From an optimization exercise on the open Yosys and OpenROAD flow, aimed at small area, a short achievable clock period and few clock cycles; shortcuts taken in it are not production practice.
At most, simulation tests tie the RTL to the original design; equivalence was not proved.
No driver is modelled on the clock port, so clock power and skew are understated where the tree is cut down; a real chip needs a root buffer or a tree.
Power and IR drop assume default switching activity.

== AL ==
==> flow/design.v <==
module SME(
  input clk,
  input reset,
  input [7:0] chardata,
  input isstring,
  input ispattern,
  output valid,
  output match,
  output [4:0] match_index
  );
  reg         s_prev, p_prev;  
  reg [255:0] str;             
  reg [4:0]   lm1;             
  reg [4:0]   base;            
  reg [31:0]  m;
  reg         valid_r, match_r;
  reg [4:0]   idx_r;
  wire [31:0] m_n;
  genvar q;
  generate
    for (q = 0; q < 32; q = q + 1) begin : g_slot
      wire in_str = (q <= lm1);
      wire go = (q == 31) ? (~p_prev & in_str) : (p_prev ? m[(q+1)%32] : in_str);
      match9 cmp(.s(str[8*q +: 8]), .c(chardata), .en(go), .y(m_n[q]));
    end
  endgenerate
  reg [4:0] top;
  integer i;
  always @(*) begin
    top = base;   
    for (i = 0; i < 32; i = i + 1)
      if (m[i]) top = i;
  end
  wire any = |m;
  wire [4:0] nt = ~top;
  wire [4:0] g = base & nt;
  wire [4:0] p = base ^ nt;
  wire [4:0] c;
  assign c[0] = 1'b1;
  assign c[1] = g[0] | p[0];
  assign c[2] = g[1] | (p[1] & g[0]) | (p[1] & p[0]);
  assign c[3] = g[2] | (p[2] & g[1]) | (p[2] & p[1] & g[0]) | (p[2] & p[1] & p[0]);
  assign c[4] = g[3] | (p[3] & g[2]) | (p[3] & p[2] & g[1]) | (p[3] & p[2] & p[1] & g[0])
              | (p[3] & p[2] & p[1] & p[0]);
  wire [4:0] idx_n = p ^ c;
  always @(posedge clk) begin
    if (reset) begin
      s_prev <= 1'b0;
      p_prev <= 1'b0;
      valid_r <= 1'b0;
    end else begin
      s_prev <= isstring;
      p_prev <= ispattern;
      valid_r <= p_prev & ~ispattern;
    end
    if (isstring) begin
      str <= {str[247:0], chardata};
      lm1 <= s_prev ? lm1 + 5'd1 : 5'd0;
    end
    if (ispattern)
      base <= p_prev ? base - 5'd1 : lm1;
    m <= m_n;
    match_r <= any;
    idx_r <= idx_n;
  end
  assign valid = valid_r;
  assign match = match_r;
  assign match_index = idx_r;
endmodule
module match9(input [7:0] s, input [7:0] c, input en, output y);
  assign y = (s == c) & en;
endmodule
Settings: LEC_CHECK=0, CAP_MARGIN=20, CORE_MARGIN=2, CORE_UTILIZATION=40, SLEW_MARGIN=20, SYNTH_HIERARCHICAL=1, SYNTH_MINIMUM_KEEP_SIZE=0; clock period 8.0 ns.
standard.sh (not shown) runs the stock make flow with config.mk's settings and CLKGATE_MAP_FILE= SYNTH_SCRIPT=/design/flow/synth_recipe.tcl, a recipe that flattens the netlist after the stock synthesis.
==> flow/flow/run.sh <==
#!/bin/bash
set -euo pipefail
export PRE_CTS_TCL="$PWD/flow/cts_pre.tcl"
bash standard.sh SETUP_SLACK_MARGIN=5.6 finish > standard_flow.log 2>&1
Other scripts of this flow, unchanged in this note and not shown: flow/flow/cts_pre.tcl, flow/flow/two_level_cts.tcl
What JK does differently from AL at the input level:
--- a/flow/design.v
+++ b/flow/design.v
@@ -10,9 +10,9 @@
   );
   reg         s_prev, p_prev;  
   reg [255:0] str;             
   reg [4:0]   lm1;             
-  reg [4:0]   base;            
+  reg [4:0]   base1;           
   reg [31:0]  m;
   reg         valid_r, match_r;
   reg [4:0]   idx_r;
   wire [31:0] m_n;
@@ -26,23 +26,22 @@
   endgenerate
   reg [4:0] top;
   integer i;
   always @(*) begin
-    top = base;   
+    top = 5'd0;
     for (i = 0; i < 32; i = i + 1)
       if (m[i]) top = i;
   end
   wire any = |m;
   wire [4:0] nt = ~top;
-  wire [4:0] g = base & nt;
-  wire [4:0] p = base ^ nt;
+  wire [4:0] g = base1 & nt;
+  wire [4:0] p = base1 ^ nt;
   wire [4:0] c;
-  assign c[0] = 1'b1;
-  assign c[1] = g[0] | p[0];
-  assign c[2] = g[1] | (p[1] & g[0]) | (p[1] & p[0]);
-  assign c[3] = g[2] | (p[2] & g[1]) | (p[2] & p[1] & g[0]) | (p[2] & p[1] & p[0]);
-  assign c[4] = g[3] | (p[3] & g[2]) | (p[3] & p[2] & g[1]) | (p[3] & p[2] & p[1] & g[0])
-              | (p[3] & p[2] & p[1] & p[0]);
+  assign c[0] = 1'b0;
+  assign c[1] = g[0];
+  assign c[2] = g[1] | (p[1] & g[0]);
+  assign c[3] = g[2] | (p[2] & g[1]) | (p[2] & p[1] & g[0]);
+  assign c[4] = g[3] | (p[3] & g[2]) | (p[3] & p[2] & g[1]) | (p[3] & p[2] & p[1] & g[0]);
   wire [4:0] idx_n = p ^ c;
   always @(posedge clk) begin
     if (reset) begin
       s_prev <= 1'b0;
@@ -57,12 +56,12 @@
       str <= {str[247:0], chardata};
       lm1 <= s_prev ? lm1 + 5'd1 : 5'd0;
     end
     if (ispattern)
-      base <= p_prev ? base - 5'd1 : lm1;
+      base1 <= p_prev ? base1 - 5'd1 : lm1 + 5'd1;
     m <= m_n;
     match_r <= any;
-    idx_r <= idx_n;
+    idx_r <= any ? idx_n : 5'd0;
   end
   assign valid = valid_r;
   assign match = match_r;
   assign match_index = idx_r;
==> summary.txt <==
There was hardly any difference in fraction of area in multi-input gates between JK and AL.
In the reports for AL and JK, the larger relative slew slack belongs to JK.
In JK relative to AL, final routed wirelength across all metal layers had gone down slightly.
Of AL and JK, JK shows the lower final critical-path share of the clock period, with AL above it.
On utilization of the core after routing: JK sits below AL.
Going from AL to JK, power share of the combinational group shrinks by 0.4 points.
JK vs AL: total number of cells along the worst setup path down
Global-route usage of JK is on par with AL.
Per the comparison of JK with AL, time the worst path needs with I/O delays and setup now sits lower, final worst slack now larger.
Testbench counts of JK, summed over its fixed seeds: cycles 4,687.
The RTL of AL was laid out without a check of its function. No run of this note takes its clock network from TritonCTS; it comes from the design's own scripts or RTL.

[what the ideal ports hide]
In the flow no input, the clock included, has a driving cell. The finished layouts below were timed again as built, in two steps. Step 1 assumes that a clkbuf_16 drives the clock port and a buf_2 every other input. Step 2, shift: input delay + t, output delay - t, t = (earliest + latest rising clock arrival at the registers) / 2. This alone moves slack from input paths to output paths. a / b / c = no drivers / after step 1 / after step 2; a / b = the first two.
run | t, ns | setup WS [ns] | worst register clock-pin slew, ns
AL | 0.392 | 5.467 / 5.467 / 5.209 | 0.10 / 0.10
JK | 0.388 | 5.652 / 5.570 / 5.209 | 0.10 / 0.10
After both steps setup and hold are still met in every run listed. The setup slack of JK, which loses most, moves by -0.082 ns with the drivers and by -0.443 ns with both steps.
